Context: an optimization exercise on an open-source flow, tuned for small area, a short achievable clock period and few clock cycles. The choices shown serve that exercise and are no tape-out recipe.
Function was not checked in any run shown here: the RTL went through the layout flow alone.
Power figures rest on the tool's default switching activity, not on a simulated workload.

==> design/flow/design.v <==
module mag_cmp2 (
    input  wire [30:0] a,
    input  wire [30:0] b,
    output wire [3:0]  p       
);
    assign p = {a[30:15] > b[30:15], a[30:15] < b[30:15],
                a[14:0]  > b[14:0],  a[14:0]  < b[14:0]};
endmodule
module fp_class (
    input  wire [31:0] x,
    output wire [2:0]  c
);
    assign c = {x[31], (x[30:23] == 8'hff) && (x[22:0] != 0), x[30:23] == 8'h00};
endmodule
module fp_gt_s2 (
    input  wire [3:0] p,
    input  wire [2:0] ca,
    input  wire [2:0] cb,
    output wire       a_gt_b,
    output wire       b_gt_a
);
    wire gh = p[3], lh = p[2], gl = p[1], ll = p[0];
    wire mg = gh || (!lh && gl);
    wire ml = lh || (!gh && ll);
    wire sa = ca[2], sb = cb[2];
    wire ok = !ca[1] && !cb[1] && !(ca[0] && cb[0]);
    assign a_gt_b = ok && ((!sa && sb) || (!sa && !sb && mg) || (sa && sb && ml));
    assign b_gt_a = ok && ((sa && !sb) || (!sa && !sb && ml) || (sa && sb && mg));
endmodule
module peak_finder_fp (
    input clk,
    input rst_n,
    output reg [12:0] bram_addr,
    input wire [31:0] bram_data,
    output reg [0:0]  web,
    output wire [6:0] addrb,
    output wire [44:0] dinb,
    input wire [31:0] threshold,
    input wire        start,
    output reg        done
);
    localparam T_NONE = 3'd0, T_BF = 3'd1, T_B1 = 3'd2, T_BM = 3'd3, T_BL = 3'd4,
               T_TS = 3'd5, T_TP = 3'd6, T_FIN = 3'd7;
    localparam S_IDLE = 3'd0, S_BASE = 3'd1, S_RR = 3'd2, S_RRT = 3'd3,
               S_REP = 3'd4, S_FINW = 3'd5;
    localparam D_NB = 2'd0, D_TS = 2'd1, D_LNB = 2'd2, D_BF = 2'd3;
    reg [2:0] st;
    reg [2:0] tA, tB, tC, tD;
    reg [2:0] bc;           
    reg [2:0] cd;           
    reg [1:0] dt;           
    reg [6:0] off;          
    reg [12:0] E;           
    reg [31:0] r1;          
    reg [3:0]  pw, pt;      
    reg [2:0]  cw, cp, ct;  
    reg [12:0] widx;
    reg [5:0]  cnt;         
    reg        cand;
    reg        SF;          
    reg [3:0]  S;           
    reg        lastc;       
    reg        PF, PL;      
    reg [3:0]  PS;
    assign addrb = {1'b0, cnt};
    assign dinb  = {widx, r1};
    wire [3:0] pw_n, pt_n;
    mag_cmp2 m1w (.a(bram_data[30:0]), .b(r1[30:0]),        .p(pw_n));
    mag_cmp2 m1t (.a(bram_data[30:0]), .b(threshold[30:0]), .p(pt_n));
    wire [2:0] cw_n, ct_n;
    fp_class kw (.x(bram_data), .c(cw_n));
    fp_class kt (.x(threshold), .c(ct_n));
    wire f_wr, f_rw, f_wt, f_tw;
    fp_gt_s2 c2w (.p(pw), .ca(cw), .cb(cp), .a_gt_b(f_wr), .b_gt_a(f_rw));
    fp_gt_s2 c2t (.p(pt), .ca(cw), .cb(ct), .a_gt_b(f_wt), .b_gt_a(f_tw));
    wire confirm = (tC == T_TS) || ((tD == T_TP) && f_wr);
    wire term    = confirm && (cnt == 6'd34);
    wire bl_issue = (st == S_BASE) && (bc == 3'd1);
    wire op_ok    = (dt == D_TS) ? !cd[0] :
                    (dt == D_NB || dt == D_LNB) ? !cd[1] : 1'b1;
    wire rr_go    = (st == S_RR) && op_ok;
    wire xfer     = (tD == T_BF);
    wire pg0      = (E == 13'd892);
    wire pg0_n    = bl_issue ? (bram_addr == 13'd956) : pg0;
    wire phantom  = (E == 13'd8153);
    wire [3:0] PS_clr = {1'b0, PS[2] & PS[3], PS[1] & (|PS[3:2]), PS[0] & (|PS[3:1])};
    function [8:0] desc(input f, input [3:0] s, input l, input g0);
        casez ({f, s, l})
            6'b1?????: desc = {D_NB, g0 ? 7'd6 : 7'd7};
            6'b01????: desc = {D_TS, 7'd8};
            6'b001???: desc = {D_TS, 7'd9};
            6'b0001??: desc = {D_TS, 7'd10};
            6'b00001?: desc = {D_TS, 7'd11};
            6'b000001: desc = {D_LNB, 7'd13};
            default:   desc = {D_BF, 7'd114};
        endcase
    endfunction
    reg        PF_n, PL_n;
    reg [3:0]  PS_n;
    reg [1:0]  dt_n;
    reg [6:0]  off_n;
    always @(*) begin
        PF_n = PF; PS_n = PS; PL_n = PL;
        dt_n = dt; off_n = off;
        if (xfer) begin
            PF_n = SF; PS_n = S; PL_n = lastc;
            {dt_n, off_n} = desc(SF, S, lastc, pg0_n);
        end else if (rr_go) begin
            case (dt)
                D_NB: begin
                    PF_n = 1'b0;
                    dt_n = desc(1'b0, PS, PL, 1'b0) >> 7;
                    off_n = pg0 ? 7'd7 : 7'd8;
                end
                D_TS: begin
                    PS_n = PS_clr;
                    {dt_n, off_n} = desc(1'b0, PS_clr, PL, 1'b0);
                end
                D_LNB: begin
                    PL_n = 1'b0;
                    dt_n = D_BF;
                    off_n = 7'd12;
                end
                default: ;
            endcase
        end else if (st == S_REP) begin
            {dt_n, off_n} = desc(1'b0, PS, PL, 1'b0);
        end
    end
    wire [12:0] rel_addr = E + {6'd0, off};
    wire [12:0] inc_addr = bram_addr + 13'd1;
    always @(posedge clk) begin
        r1 <= bram_data;
        pw <= pw_n;
        pt <= pt_n;
        cw <= cw_n;
        cp <= cw;
        ct <= ct_n;
        PF <= PF_n;
        PS <= PS_n;
        PL <= PL_n;
        dt <= dt_n;
        off <= off_n;
        cd <= {1'b0, cd[2:1]};
        if (tA == T_TS || tB == T_TP) widx <= bram_addr;
        if (web) cnt <= cnt + 6'd1;
        case (tD)
            T_BF: begin
                S <= 4'd0;
                cand <= f_wt;
            end
            T_B1: begin
                SF <= cand & f_rw;
                cand <= f_wt & f_wr;
            end
            T_BM: begin
                S <= {S[2:0], cand & f_rw};
                cand <= f_wt & f_wr;
            end
            T_BL: begin
                S <= {S[2:0], cand & f_rw};
                lastc <= f_wt & f_wr;
            end
            default: ;
        endcase
        bram_addr <= (st == S_IDLE) ? 13'd899 : (st == S_BASE) ? inc_addr : rel_addr;
        case (st)
            S_IDLE: begin  
                bc <= 3'd5;
                SF <= 1'b0; S <= 4'd0; lastc <= 1'b0;
                cnt <= 6'd0;
            end
            S_BASE: begin
                bc <= bc - 3'd1;
                if (bc == 3'd1) E <= {bram_addr[12:6] - 7'd1, bram_addr[5:0]};
            end
            S_RR: begin
                if (op_ok) begin
                    case (dt)
                        D_TS: cd <= 3'b011;
                        D_BF: begin
                            if (!phantom) bc <= 3'd4;
                        end
                    endcase
                end
            end
            S_RRT: cd <= 3'b111;
            default: ;
        endcase
        if (!rst_n) begin
            st <= S_IDLE;
            tA <= T_NONE; tB <= T_NONE; tC <= T_NONE; tD <= T_NONE;
            web <= 1'b0;
            done <= 1'b0;
        end else begin
            if (st == S_IDLE) begin
                tB <= T_NONE;
                tC <= T_NONE;
                tD <= T_NONE;
            end else begin
                tB <= tA;
                tC <= tB;
                tD <= tC;
            end
            web <= confirm && (cnt != 6'd34);
            done <= ((st == S_FINW) && (tD == T_FIN)) || term;
            tA <= T_NONE;
            case (st)
                S_IDLE: begin
                    if (start) begin
                        tA <= T_BF;
                        st <= S_BASE;
                    end
                end
                S_BASE: begin
                    tA <= (bc == 3'd1) ? T_BL : (tA == T_BF) ? T_B1 : T_BM;
                    if (bc == 3'd1) st <= S_RR;
                end
                S_RR: begin
                    if (op_ok) begin
                        case (dt)
                            D_NB:  st <= S_RRT;
                            D_TS: tA <= T_TS;
                            D_LNB: st <= S_RRT;
                            default: begin
                                if (phantom) begin
                                    tA <= T_FIN;
                                    st <= S_FINW;
                                end else begin
                                    tA <= T_BF;
                                    st <= S_BASE;
                                end
                            end
                        endcase
                    end
                end
                S_RRT: begin
                    tA <= T_TP;
                    st <= S_REP;
                end
                S_REP: st <= S_RR;
                S_FINW: begin
                    if (tD == T_FIN) st <= S_IDLE;
                end
                default: st <= S_IDLE;
            endcase
            if (term) begin
                st <= S_IDLE;
                tA <= T_NONE;
            end
        end
    end
endmodule
==> design/flow/flow/run.sh <==
#!/bin/bash
# The standard layout (the standard.sh, standard synthesis unchanged), with
# the port buffers that placement inserts made of sky130_fd_sc_hd__buf_1
# instead of the resizer's default pick. Every port still gets its buffer.
set -euo pipefail
bash standard.sh "BUFFER_PORTS_ARGS=-buffer_cell sky130_fd_sc_hd__buf_1" finish > standard.log 2>&1
==> design/flow/standard.sh <==
#!/bin/bash
# synth_recipe.tcl (not shown) runs the flow's synth.tcl, then flattens the netlist and writes it again
# the make line also repeats each setting of config.mk as NAME=value (left out here)
make -C /OpenROAD-flow-scripts/flow DESIGN_CONFIG=/design/flow/config.mk WORK_HOME=/design/flow/orfs CLKGATE_MAP_FILE= SYNTH_SCRIPT=/design/flow/synth_recipe.tcl "${@:-finish}"
==> design/flow/config.mk <==
export PLATFORM = sky130hd
export DESIGN_NAME = peak_finder_fp
export DESIGN_NICKNAME = peak_finder_fp
export VERILOG_FILES = /design/flow/design.v
export SDC_FILE = /design/flow/constraint.sdc
export NUM_CORES = 4
export LEC_CHECK = 0
export CAP_MARGIN = 0
export CORE_MARGIN = 2
export CORE_UTILIZATION = 40
export CTS_BUF_LIST = sky130_fd_sc_hd__clkbuf_8
export SETUP_SLACK_MARGIN = 2.93
export SLEW_MARGIN = 0
==> design/flow/constraint.sdc <==
create_clock -name core_clock -period 5.0 [get_ports {clk}]
set_input_delay 1.0000 -clock core_clock [delete_from_list [all_inputs] [get_ports {clk}]]
set_output_delay 1.0000 -clock core_clock [all_outputs]
set_load 0.01 [all_outputs]
==> qor.txt, run 1 <==
Status: no timing/DRC/antenna violations
Data required, critical path: 5.26 ns
Yosys warns: 1
Switching share of power: 30.0%
Min cycle time layout: 2.12 ns
Share of the clock period used by the worst path: 42.4%
Pins Over Slew Limit: 0
Flop-to-flop setup slack: 2.88 ns
Initial antenna violation count: 0
Total CTS buffers: 17
Max FO, Critical Path: 3
Fillers: 1,733
Final net count: 1,067
H-tree depth: 4
Die Y: 139 um
Hold Buf Count CTS: 0
DRC Markers: 0
Initial Util: 40.6%
Worst r2r path cells: 7
Fraction of registers with async set/reset: 0%
Pin count of the biggest net entering global routing: 24
Most common cell in the synthesized netlist: dfxtp_1
Final TNS setup: 0 ns
Final Setup Violations: 0
DR iter-0 viols: 201
Routed WL: 17,600 um
Clk pwr share: 35.5%
TritonRoute pass-1 iters: 4
CTS tree: done
Number of max-cap violations: 0
Place WS: 2.32 ns
Width of the die: 139 um
Hold_ws: 0.375 ns
CTS sink cnt: 135
ANT nets after route: 0
Via density: 5.23
Post-synth EDFFs: 42
Post-Layout Cell Count: 1,158
Clk buf depth: 2
Worst-skew pair later-pin latency: 0.46 ns
Area leader, netlist: dfxtp_1
CP Class: reg2reg
Hpwl dp: 13,400 um
Clk_skew: 0.0133 ns
Synthesized flop and latch total: 135
Worst setup SP type: register
Worst hold start: cw[0]$_DFF_P_
Post-synth top cells: dfxtp_1, ha_1, inv_1
Post-synth top flop: dfxtp_1
Tot Pwr: 2.77 mW
Internal Dissipation: 1.94 mW
Count of final hold-check violations: 0
Synth area leaders: dfxtp_1, edfxtp_1, ha_1, inv_1, nor2_1
Synth Instances: 769
Worst R2R End: off[2]$_DFFE_PP_
Clock transition at the registers of the reported paths: 0.09 ns
Slew margin rel.: 60.1%
Core outline area: 0.0179 sq mm
Sequential share of power: 46.7%
Routability Congestion: 0.868
Worst Path Arrival: 2.38 ns
Synth cell types: 65
Pwr/cell area: 307 mW/mm^2
Synth top area share: 25.6%
Layout cell share with drive strength beyond 1: 16.6%
# rows: 49
Leakage: 3.66 nW
PortBufs: 132
Ant diodes: 0
Mapped Area: 0.00728 sq mm
GRT overflow: 0
Hold path depth: 0
DIE AREA: 0.0193 sq mm
RSZ-0062 raised after global routing: true
Worst slew pin tran: 0.598 ns
DP Cell Count: 1,109
WL/cell: 15.2 um
Hold EP: cp[0]$_DFF_P_
Hold/Removal Path Class: reg2reg
Vias in the first global route: 5,870
Highest clock rate: 0.471 GHz
IO Pins: 134
CTS root buf: clkbuf_8
VDD IR-drop max: 0.157 mV
Reg2reg start: E[0]$_DFFE_PP_
GR Util All Layers: 18.6%
Critical path capture point type: register
Combinational share of power: 17.8%
Area grow syn2layout: 24.0%
Final WS setup: 2.88 ns
Synthesized Nets: 920
First-pass GRT wire length: 29,200 um
Syn avg cell area: 9.46 sq um
Via count: 6,054
Seq/Total Area, Yosys: 42.9%
Sw power: 0.833 mW
-- sequential cells by signal (all words and copies together), names as in the netlist, 3 cells and up --
register   cells
E             13
PS             4
S              4
bc             3
bram_addr     13
cd             3
cnt            6
cp             3
ct             3
off            5
pt             4
pw             4
r1            32
st             3
tA             3
tB             3
tC             3
tD             3
widx          13
-- final cells by class --
type	count	area (sq um)	share of cell area, %
clock buffers	17	234	2.59
clock inverters	15	195	2.16
inverters	76	313	3.47
well taps	229	287	3.17
multi-input cells	536	4130	45.7
repair buffers	150	701	7.76
flip-flops and latches	135	3170	35.1
-- routing by layer --
| layer | up-vias | GRT usage (%) | wire (um) |
|---|---|---|---|
| met3 | 24 | 3.63 | 852 |
| met2 | 176 | 30.5 | 8190 |
| met4 | 0 | 6.91 | 333 |
| li1 | 3082 | - | - |
| met1 | 2772 | 24.5 | 8250 |
| met5 | - | 0 | 0 |
-- stage by stage --
stage / cell area (sq um) / util, %
3_3_place_gp: 8240 / 46.0
5_1_grt: 9030 / 50.4
3_5_place_dp: 8240 / 46.0
2_1_floorplan: 7550 / -
6_report: 9030 / 50.4
4_1_cts: 8840 / 49.4
-- critical path, stage by stage (launching register included) --
cell and delay (ns):
edfxtp_1 0.41, buf_4 0.15, or4_4 0.54, nor4_4 0.21
nand2b_1 0.16, nand2_1 0.11, a2111oi_0 0.06, a311oi_1 0.27
-- cell usage in the layout (no fill, tap or decap), drive strengths merged, types with 13 or more instances in the layout --
master  count
nor2       65
edfxtp     42
o21ai      29
nor2b      14
a21oi      34
dfxtp      93
xnor2      14
buf       136
inv        83
nand4      22
nand2      49
nor3       19
clkbuf     31
and3       20
nand3      18
nor4       13
xor2       17
ha         83
-- how the worst max path moves through the flow --
stage,cells after the start,start,to
floorplan,7,bram_data[8],pw[1]$_DFF_P_
global placement,8,threshold[9],pt[1]$_DFF_P_
detailed placement,8,threshold[9],pt[1]$_DFF_P_
CTS,8,E[0]$_DFFE_PP_,bram_addr[12]$_SDFF_PP0_
global route,8,E[0]$_DFFE_PP_,bram_addr[12]$_SDFF_PP0_
finish,7,E[0]$_DFFE_PP_,off[2]$_DFFE_PP_
-- logic make-up after synthesis --
group	synth area share, %
buf+inv	5.26
mux	0.894
other cells	0.0515
simple gates	18.4
fa+ha+maj	14.7
compound gates	14.1
xor+xnor	3.73
flops	42.9
-- timing repair --
action	in CTS	in global routing
pin swaps	10	13
resized for setup	51	45
endpoints found under the setup margin	67	44
buffers inserted	7	10
-- power groups by stage --
stage	clock network [mW]	logic, mW	registers, mW
CTS	1.01	0.478	1.30
finish	0.984	0.495	1.29
global route	1.06	0.556	1.31
global placement	0	0.461	1.32
floorplan	0	0.321	1.30
detailed placement	0	0.462	1.32
==> run 2, diff against run 1 <==
--- a/design/flow/config.mk
+++ b/design/flow/config.mk
@@ -9,5 +9,5 @@
 export CORE_MARGIN = 2
 export CORE_UTILIZATION = 40
 export CTS_BUF_LIST = sky130_fd_sc_hd__clkbuf_8
-export SETUP_SLACK_MARGIN = 2.93
+export SETUP_SLACK_MARGIN = 2.9
 export SLEW_MARGIN = 0
==> qor.txt, run 2 <==
Post-synth top flop: dfxtp_1 (unchanged)
Worst slew pin tran: 0.918 ns (was 0.598 ns)
DIE AREA: 0.0193 sq mm (unchanged)
Max FO, Critical Path: 3 (unchanged)
Width of the die: 139 um (unchanged)
Pwr/cell area: 300 mW/mm^2 (was 307 mW/mm^2)
Synthesized Nets: 920 (unchanged)
Fillers: 1,718 (was 1,733)
Status: no timing/DRC/antenna violations (unchanged)
Pins Over Slew Limit: 0 (unchanged)
Synth top area share: 25.6% (unchanged)
Slew margin rel.: 38.8% (was 60.1%)
Combinational share of power: 18.3% (was 17.8%)
Switching share of power: 31.1% (was 30.0%)
Clk_skew: 0.0120 ns (was 0.0133 ns)
Data required, critical path: 5.34 ns (was 5.26 ns)
CTS sink cnt: 135 (unchanged)
Synth area leaders: dfxtp_1, edfxtp_1, ha_1, inv_1, nor2_1 (unchanged)
Initial Util: 40.6% (unchanged)
Sw power: 0.830 mW (was 0.833 mW)
Global routing usage on met2: 31.9% (was 30.5%)
Worst Path Arrival: 2.55 ns (was 2.38 ns)
Critical path capture point type: register (unchanged)
VDD IR-drop max: 0.182 mV (was 0.157 mV)
Worst setup SP type: register (unchanged)
RSZ-0062 raised after global routing: true (unchanged)
Highest clock rate: 0.453 GHz (was 0.471 GHz)
DRC Markers: 0 (unchanged)
Internal Dissipation: 1.84 mW (was 1.94 mW)
Synthesized flop and latch total: 135 (unchanged)
CTS tree: done (unchanged)
Synth cell types: 65 (unchanged)
GR Util All Layers: 19.1% (was 18.6%)
Routability Congestion: 0.848 (was 0.868)
Via density: 5.37 (was 5.23)
GRT overflow: 0 (unchanged)
Clk buf depth: 2 (unchanged)
WL/cell: 15.8 um (was 15.2 um)
Post-synth top cells: dfxtp_1, ha_1, inv_1 (unchanged)
Post-synth EDFFs: 42 (unchanged)
Area leader, netlist: dfxtp_1 (unchanged)
Core outline area: 0.0179 sq mm (unchanged)
Count of final hold-check violations: 0 (unchanged)
CP Class: reg2reg (unchanged)
Area grow syn2layout: 22.1% (was 24.0%)
TritonRoute pass-1 iters: 5 (was 4)
Yosys warns: 1 (unchanged)
Leakage: 3.56 nW (was 3.66 nW)
DR iter-0 viols: 285 (was 201)
Clk pwr share: 33.0% (was 35.5%)
Final net count: 1,059 (was 1,067)
CTS root buf: clkbuf_8 (unchanged)
Largest Register: r1 (unchanged)
Die Y: 139 um (unchanged)
Synth Instances: 769 (unchanged)
Most common cell in the synthesized netlist: dfxtp_1 (unchanged)
Hold Buf Count CTS: 0 (unchanged)
# rows: 49 (unchanged)
IO Pins: 134 (unchanged)
Max reg flops: 32 (unchanged)
Most common cell after layout, fill and taps aside: buf_1 (unchanged)
Hold/Removal Path Class: reg2reg (unchanged)
Syn avg cell area: 9.46 sq um (unchanged)
Seq/Total Area, Yosys: 42.9% (unchanged)
Total CTS buffers: 17 (unchanged)
Via count: 6,173 (was 6,054)
Fraction of registers with async set/reset: 0% (unchanged)
Number of max-cap violations: 0 (unchanged)
Min cycle time layout: 2.21 ns (was 2.12 ns)
Worst-skew pair later-pin latency: 0.45 ns (was 0.46 ns)
Share of the clock period used by the worst path: 44.2% (was 42.4%)
Vias in the first global route: 6,096 (was 5,870)
Hpwl dp: 13,500 um (was 13,400 um)
H-tree depth: 4 (unchanged)
First-pass GRT wire length: 30,000 um (was 29,200 um)
Clock transition at the registers of the reported paths: 0.09 ns (about the same)
M1 GR Usage: 24.9% (was 24.5%)
Met3 GRT Util: 4.42% (was 3.63%)
Ant diodes: 0 (unchanged)
PortBufs: 132 (unchanged)
Mapped Area: 0.00728 sq mm (unchanged)
Pin count of the biggest net entering global routing: 24 (unchanged)
Final Setup Violations: 0 (unchanged)
Initial antenna violation count: 0 (unchanged)
Final core occ: 49.6% (was 50.4%)
Layout cell share with drive strength beyond 1: 15.0% (was 16.6%)
Sequential share of power: 48.7% (was 46.7%)
Routed WL: 18,200 um (was 17,600 um)
Most frequent cells in the layout: buf_1, dfxtp_1, inv_1 (unchanged)
ANT nets after route: 0 (unchanged)
Final TNS setup: 0 ns (unchanged)
Gr busiest metal: met2 (unchanged)
run 2: power by group through the flow:
stage / Sequential (mW) / Clock [mW] / Combinational (mW)
floorplan: 1.30 / 0 / 0.321
global route: 1.31 / 0.948 / 0.555
finish: 1.30 / 0.879 / 0.488
global placement: 1.32 / 0 / 0.462
detailed placement: 1.32 / 0 / 0.464
CTS: 1.30 / 0.895 / 0.476
run 2: routing by layer:
metal / up-vias / part of all wire [%]
met3: 18 / 5.6
met5: - / 0
met2: 195 / 48
li1: 3062 / -
met4: 0 / 1.2
met1: 2898 / 45
run 2: stage by stage:
step	instance area [sq um]	setup slack [ns]	cells	power (mW)	hold slack, ns
after floorplan	7540	2.76	769	1.62	0.351
after global placement	8230	2.32	1108	1.78	0.363
after detailed placement	8230	2.29	1108	1.78	0.360
after CTS	8730	2.76	1143	2.67	0.383
after global routing	8880	2.72	1150	2.82	0.403
final	8880	2.79	1150	2.67	0.372
run 2: path summary, 6_finish.rpt:
check / cells past startpoint / startpoint / endpoint / slack (ns)
setup / recovery: 8 / E[0]$_DFFE_PP_ / bram_addr[10]$_SDFF_PP0_ / 2.79
hold / removal: 0 / cw[1]$_DFF_P_ / cp[1]$_DFF_P_ / 0.37
setup reg to reg: 8 / E[0]$_DFFE_PP_ / bram_addr[10]$_SDFF_PP0_ / 2.79
hold reg to reg: 0 / cw[1]$_DFF_P_ / cp[1]$_DFF_P_ / 0.37
run 2: what timing repair did:
| action | CTS | global route |
|---|---|---|
| setup endpoints to repair | 62 | 42 |
| gates resized for setup | 41 | 30 |
| pin swaps | 10 | 6 |
| setup buffers | 3 | 7 |
run 2: cell families (layout without fill, tap and decap cells):
group	Yosys count	after routing	synth area share [%]
compound gates	153	153	14.1
mux	6	6	0.894
buf+inv	98	250	5.26
xor+xnor	31	31	3.73
other cells	1	1	0.0515
fa+ha+maj	85	85	14.7
simple gates	260	260	18.4
flops	135	135	42.9
run 2: final cells by class:
| cell class | count | area (sq um) | area share (%) |
|---|---|---|---|
| timing repair buffer | 142 | 608 | 6.84 |
| multi-input combinational | 536 | 4150 | 46.8 |
| sequential | 135 | 3150 | 35.5 |
| clock inverter | 14 | 123 | 1.38 |
| tap | 229 | 287 | 3.22 |
| inverter | 76 | 313 | 3.52 |
| clock buffer | 18 | 248 | 2.79 |
run 2: critical path: stages (launching register included):
cell and delay, ns:
edfxtp_1 0.40, ha_2 0.22, fa_2 0.38, a211oi_2 0.22, nor2_2 0.08, o41a_1 0.38, nand4_1 0.13, xor2_1 0.20
mux2i_1 0.10
==> run 3, diff against run 2 <==
--- a/design/flow/design.v
+++ b/design/flow/design.v
@@ -47,7 +47,6 @@
     reg [2:0] st;
     reg [2:0] tA, tB, tC, tD;
     reg [2:0] bc;           
-    reg [2:0] cd;           
     reg [1:0] dt;           
     reg [6:0] off;          
     reg [12:0] E;           
@@ -76,23 +75,25 @@
     wire confirm = (tC == T_TS) || ((tD == T_TP) && f_wr);
     wire term    = confirm && (cnt == 6'd34);
     wire bl_issue = (st == S_BASE) && (bc == 3'd1);
-    wire op_ok    = (dt == D_TS) ? !cd[0] :
-                    (dt == D_NB || dt == D_LNB) ? !cd[1] : 1'b1;
+    wire tgtA = (tA == T_TS) || (tA == T_TP);
+    wire tgtB = (tB == T_TS) || (tB == T_TP);
+    wire op_ok    = (dt == D_TS) ? !(tgtA || tgtB || (tC == T_TP)) :
+                    (dt == D_NB || dt == D_LNB) ? !(tgtA || (tB == T_TP)) : 1'b1;
     wire rr_go    = (st == S_RR) && op_ok;
     wire xfer     = (tD == T_BF);
-    wire pg0      = (E == 13'd892);
+    wire pg0      = (E == 13'd893);
     wire pg0_n    = bl_issue ? (bram_addr == 13'd956) : pg0;
-    wire phantom  = (E == 13'd8153);
+    wire phantom  = (E == 13'd8154);
     wire [3:0] PS_clr = {1'b0, PS[2] & PS[3], PS[1] & (|PS[3:2]), PS[0] & (|PS[3:1])};
     function [8:0] desc(input f, input [3:0] s, input l, input g0);
         casez ({f, s, l})
-            6'b1?????: desc = {D_NB, g0 ? 7'd6 : 7'd7};
-            6'b01????: desc = {D_TS, 7'd8};
-            6'b001???: desc = {D_TS, 7'd9};
-            6'b0001??: desc = {D_TS, 7'd10};
-            6'b00001?: desc = {D_TS, 7'd11};
-            6'b000001: desc = {D_LNB, 7'd13};
-            default:   desc = {D_BF, 7'd114};
+            6'b1?????: desc = {D_NB, g0 ? 7'd5 : 7'd6};
+            6'b01????: desc = {D_TS, 7'd7};
+            6'b001???: desc = {D_TS, 7'd8};
+            6'b0001??: desc = {D_TS, 7'd9};
+            6'b00001?: desc = {D_TS, 7'd10};
+            6'b000001: desc = {D_LNB, 7'd12};
+            default:   desc = {D_BF, 7'd113};
         endcase
     endfunction
     reg        PF_n, PL_n;
@@ -110,7 +111,7 @@
                 D_NB: begin
                     PF_n = 1'b0;
                     dt_n = desc(1'b0, PS, PL, 1'b0) >> 7;
-                    off_n = pg0 ? 7'd7 : 7'd8;
+                    off_n = pg0 ? 7'd6 : 7'd7;
                 end
                 D_TS: begin
                     PS_n = PS_clr;
@@ -119,7 +120,7 @@
                 D_LNB: begin
                     PL_n = 1'b0;
                     dt_n = D_BF;
-                    off_n = 7'd12;
+                    off_n = 7'd11;
                 end
                 default: ;
             endcase
@@ -141,7 +142,6 @@
         PL <= PL_n;
         dt <= dt_n;
         off <= off_n;
-        cd <= {1'b0, cd[2:1]};
         if (tA == T_TS || tB == T_TP) widx <= bram_addr;
         if (web) cnt <= cnt + 6'd1;
         case (tD)
@@ -172,19 +172,13 @@
             end
             S_BASE: begin
                 bc <= bc - 3'd1;
-                if (bc == 3'd1) E <= {bram_addr[12:6] - 7'd1, bram_addr[5:0]};
+                if (bc == 3'd1) E <= {inc_addr[12:6] - 7'd1, inc_addr[5:0]};
             end
             S_RR: begin
                 if (op_ok) begin
-                    case (dt)
-                        D_TS: cd <= 3'b011;
-                        D_BF: begin
-                            if (!phantom) bc <= 3'd4;
-                        end
-                    endcase
-                end
-            end
-            S_RRT: cd <= 3'b111;
+                    if (dt == D_BF && !phantom) bc <= 3'd4;
+                end
+            end
             default: ;
         endcase
         if (!rst_n) begin
--- a/design/flow/config.mk
+++ b/design/flow/config.mk
@@ -5,9 +5,9 @@
 export SDC_FILE = /design/flow/constraint.sdc
 export NUM_CORES = 4
 export LEC_CHECK = 0
-export CAP_MARGIN = 0
+export CAP_MARGIN = 20
 export CORE_MARGIN = 2
 export CORE_UTILIZATION = 40
 export CTS_BUF_LIST = sky130_fd_sc_hd__clkbuf_8
 export SETUP_SLACK_MARGIN = 2.9
-export SLEW_MARGIN = 0
+export SLEW_MARGIN = 20
==> qor.txt, run 3 <==
Status: no timing/DRC/antenna violations (unchanged)
Synth Instances: 768 (was 769)
GRT overflow: 0 (unchanged)
Clk pwr share: 37.7% (was 33.0%)
Largest Register: r1 (unchanged)
Worst-skew pair later-pin latency: 0.45 ns (about the same)
Place WS: 2.22 ns (was 2.29 ns)
Hold Buf Count CTS: 0 (unchanged)
Most frequent cells in the layout: buf_1, inv_1, dfxtp_1 (was buf_1, dfxtp_1, inv_1)
Final TNS setup: 0 ns (unchanged)
TritonRoute pass-1 iters: 5 (unchanged)
Ant diodes: 0 (unchanged)
Sw power: 0.686 mW (was 0.830 mW)
DRC Markers: 0 (unchanged)
Seq/Total Area, Yosys: 42.0% (was 42.9%)
DR iter-0 viols: 360 (was 285)
Area grow syn2layout: 26.1% (was 22.1%)
Post-synth top cells: dfxtp_1, ha_1, inv_1 (unchanged)
Clk_skew: 0.0141 ns (was 0.0120 ns)
Die Y: 139 um (about the same)
CTS root buf: clkbuf_8 (unchanged)
Fraction of registers with async set/reset: 0% (unchanged)
Final WS setup: 2.78 ns (was 2.79 ns)
Critical path's slowest cell: or4_1 (was edfxtp_1)
Fillers: 1,695 (was 1,718)
Clk buf depth: 2 (unchanged)
Worst setup SP type: register (unchanged)
Data required, critical path: 5.33 ns (was 5.34 ns)
Combinational share of power: 13.8% (was 18.3%)
Max reg flops: 32 (unchanged)
Pins Over Slew Limit: 0 (unchanged)
Syn avg cell area: 9.49 sq um (was 9.46 sq um)
Reg2reg start: off[0]$_DFFE_PP_ (was E[0]$_DFFE_PP_)
Internal Dissipation: 1.75 mW (was 1.84 mW)
Via count: 6,239 (was 6,173)
Number of max-cap violations: 0 (unchanged)
CTS sink cnt: 132 (was 135)
Clock transition at the registers of the reported paths: 0.08 ns (was 0.09 ns)
Origin of the worst setup path: off[0]$_DFFE_PP_ (was E[0]$_DFFE_PP_)
Yosys warns: 1 (unchanged)
Final net count: 1,082 (was 1,059)
ANT nets after route: 0 (unchanged)
Share of the clock period used by the worst path: 44.4% (was 44.2%)
Min cycle time layout: 2.22 ns (was 2.21 ns)
Core outline area: 0.0179 sq mm (unchanged)
Synth top area share: 24.7% (was 25.6%)
Leakage: 3.71 nW (was 3.56 nW)
Layout cell share with drive strength beyond 1: 17.5% (was 15.0%)
Top Family by Delay on Critical Path: simple AND/OR/NAND/NOR gates (was adder cells)
Final Setup Violations: 0 (unchanged)
Max FO, Critical Path: 3 (unchanged)
Critical path capture point type: register (unchanged)
H-tree depth: 4 (unchanged)
Tot Pwr: 2.43 mW (was 2.67 mW)
Via density: 5.31 (was 5.37)
Worst Path Arrival: 2.54 ns (was 2.55 ns)
GR Util All Layers: 18.3% (was 19.1%)
First-pass GRT wire length: 28,600 um (was 30,000 um)
Hpwl dp: 13,600 um (was 13,500 um)
Post-synth EDFFs: 42 (unchanged)
Synthesized Nets: 917 (was 920)
IO Pins: 134 (unchanged)
Hold/Removal Path Class: reg2reg (unchanged)
Pin count of the biggest net entering global routing: 21 (was 24)
WP buf/inv: 0 (unchanged)
Worst slew pin tran: 0.725 ns (was 0.918 ns)
Routability Congestion: 0.857 (was 0.848)
CTS tree: done (unchanged)
WL/cell: 15.6 um (was 15.8 um)
Final core occ: 51.4% (was 49.6%)
VDD IR-drop max: 0.177 mV (was 0.182 mV)
Post-Layout Cell Count: 1,175 (was 1,150)
CP Class: reg2reg (unchanged)
DP Cell Count: 1,108 (unchanged)
Mapped Area: 0.00729 sq mm (was 0.00728 sq mm)
PortBufs: 132 (unchanged)
Highest clock rate: 0.451 GHz (was 0.453 GHz)
Pwr/cell area: 265 mW/mm^2 (was 300 mW/mm^2)
Slew margin rel.: 51.1% (was 38.8%)
Synth area leaders: dfxtp_1, edfxtp_1, ha_1, inv_1, nand2_1 (was dfxtp_1, edfxtp_1, ha_1, inv_1, nor2_1)
Count of final hold-check violations: 0 (unchanged)
DIE AREA: 0.0193 sq mm (about the same)
Vias in the first global route: 5,683 (was 6,096)
Worst path max stage delay: 0.46 ns (was 0.40 ns)
Initial antenna violation count: 0 (unchanged)
Total CTS buffers: 17 (unchanged)
Initial Util: 40.7% (was 40.6%)
Synthesized flop and latch total: 132 (was 135)
Most common cell after layout, fill and taps aside: buf_1 (unchanged)
RSZ-0062 raised after global routing: true (unchanged)
Routed WL: 18,300 um (was 18,200 um)
Area leader, netlist: dfxtp_1 (unchanged)
CP Cell Sequence: ha_2, fa_2, a211oi_2, o21a_1, o21ai_2, nand2_1, nor3_1, or4_1 (was ha_2, fa_2, a211oi_2, nor2_2, o41a_1, nand4_1, xor2_1, mux2i_1)
# rows: 49 (unchanged)
Switching share of power: 28.2% (was 31.1%)
Sequential share of power: 48.5% (was 48.7%)
Worst hold start: cw[0]$_DFF_P_ (was cw[1]$_DFF_P_)
Most common cell in the synthesized netlist: dfxtp_1 (unchanged)
Width of the die: 139 um (about the same)
Post-synth top flop: dfxtp_1 (unchanged)
Synth cell types: 70 (was 65)
## run 3: cell types whose count changed after synthesis, sizes merged, moves of 5 or more
cell    change
o22ai       -8
nor2       -10
a21oi       +5
nand2       +6
nand2b      -8
o211ai      +9
## run 3: per-stage QoR
step,area (sq um),hold WS [ns]
floorplan,7430,0.351
global placement,8090,0.364
detailed placement,8090,0.361
CTS,8640,0.372
global route,9190,0.385
finish,9190,0.370
## run 3: layer usage
| metal | vias up | GRT usage, % | share of wire (%) |
|---|---|---|---|
| li1 | 3128 | - | - |
| met1 | 2899 | 24.6 | 46 |
| met2 | 185 | 29.3 | 47 |
| met3 | 27 | 4.45 | 5.4 |
| met4 | 0 | 5.37 | 1.8 |
| met5 | - | 0 | 0 |
## run 3: worst paths after layout
kind                             end  slack (ns)  depth (start not counted)
min reg2reg            cp[0]$_DFF_P_        0.37                          0
max reg2reg  bram_addr[8]$_SDFF_PP1_        2.78                          8
min                    cp[0]$_DFF_P_        0.37                          0
max          bram_addr[8]$_SDFF_PP1_        2.78                          8
## run 3: cells by family (layout without fill, tap and decap cells)
family	Yosys count	after routing	share of synthesized area (%)
other	1	1	0.0515
adders and majority gates	83	83	14.3
AOI/OAI and AO/OA	161	162	15.1
DFF	132	132	42.0
and+or+nand+nor	253	253	18.1
buffers and inverters	104	281	6.20
muxes	3	3	0.412
xor gates and xnor gates	31	31	3.73
## run 3: repair_timing
item | in CTS | in global routing
pin swaps | 10 | 27
cloned | 1 | 0
hold endpoints to repair | 0 | 0
endpoints found under the setup margin | 38 | 44
gates resized for setup | 29 | 86
buffers inserted | 7 | 27
## run 3: final cells by class
class                      instances  area, sq um  share of cell area [%]
timing repair buffer             169          866                    9.42
tap                              229          287                    3.12
multi-input combinational        533         4210                    45.8
sequential                       132         3100                    33.7
clock buffer                      17          234                    2.54
clock inverter                    15          171                    1.86
inverter                          80          328                    3.57
## run 3: power by group through the flow
| stage | combinational [mW] | sequential, mW | clock, mW |
|---|---|---|---|
| 6_report | 0.335 | 1.18 | 0.918 |
| 2_1_floorplan | 0.190 | 1.20 | 0 |
| 4_1_cts | 0.307 | 1.18 | 0.940 |
| 3_5_place_dp | 0.301 | 1.21 | 0 |
| 5_1_grt | 0.376 | 1.19 | 0.991 |
| 3_3_place_gp | 0.298 | 1.21 | 0 |

[port drivers added, routing unchanged]
No port has a modelled driver above. Below, the same layouts with a new extraction and two added sets of constraints.
Step 1: set_driving_cell puts a clkbuf_16 on clk and a buf_2 on each other input, an assumption about the parent block.
Step 2 times the ports against the registers' clock, not the clock port: input delays grow and output delays shrink by t, the midpoint of the rising clock arrivals with the driver on.
a / b / c = no drivers / after step 1 / after step 2; a / b = the first two.
run | t, ns | setup WS [ns] | slew at the worst register clock pin (ns) | worst slew at a driven data input, ns
run 1 | 0.495 | 2.878 / 2.878 / 2.443 | 0.09 / 0.09 | 0.06
run 2 | 0.489 | 2.792 / 2.792 / 2.459 | 0.09 / 0.09 | 0.05
run 3 | 0.479 | 2.782 / 2.782 / 2.406 | 0.08 / 0.08 | 0.06
After both steps every run listed still meets setup and hold. The setup slack of run 1, which loses most, moves by 0.000 ns with the drivers and by -0.435 ns with both steps.
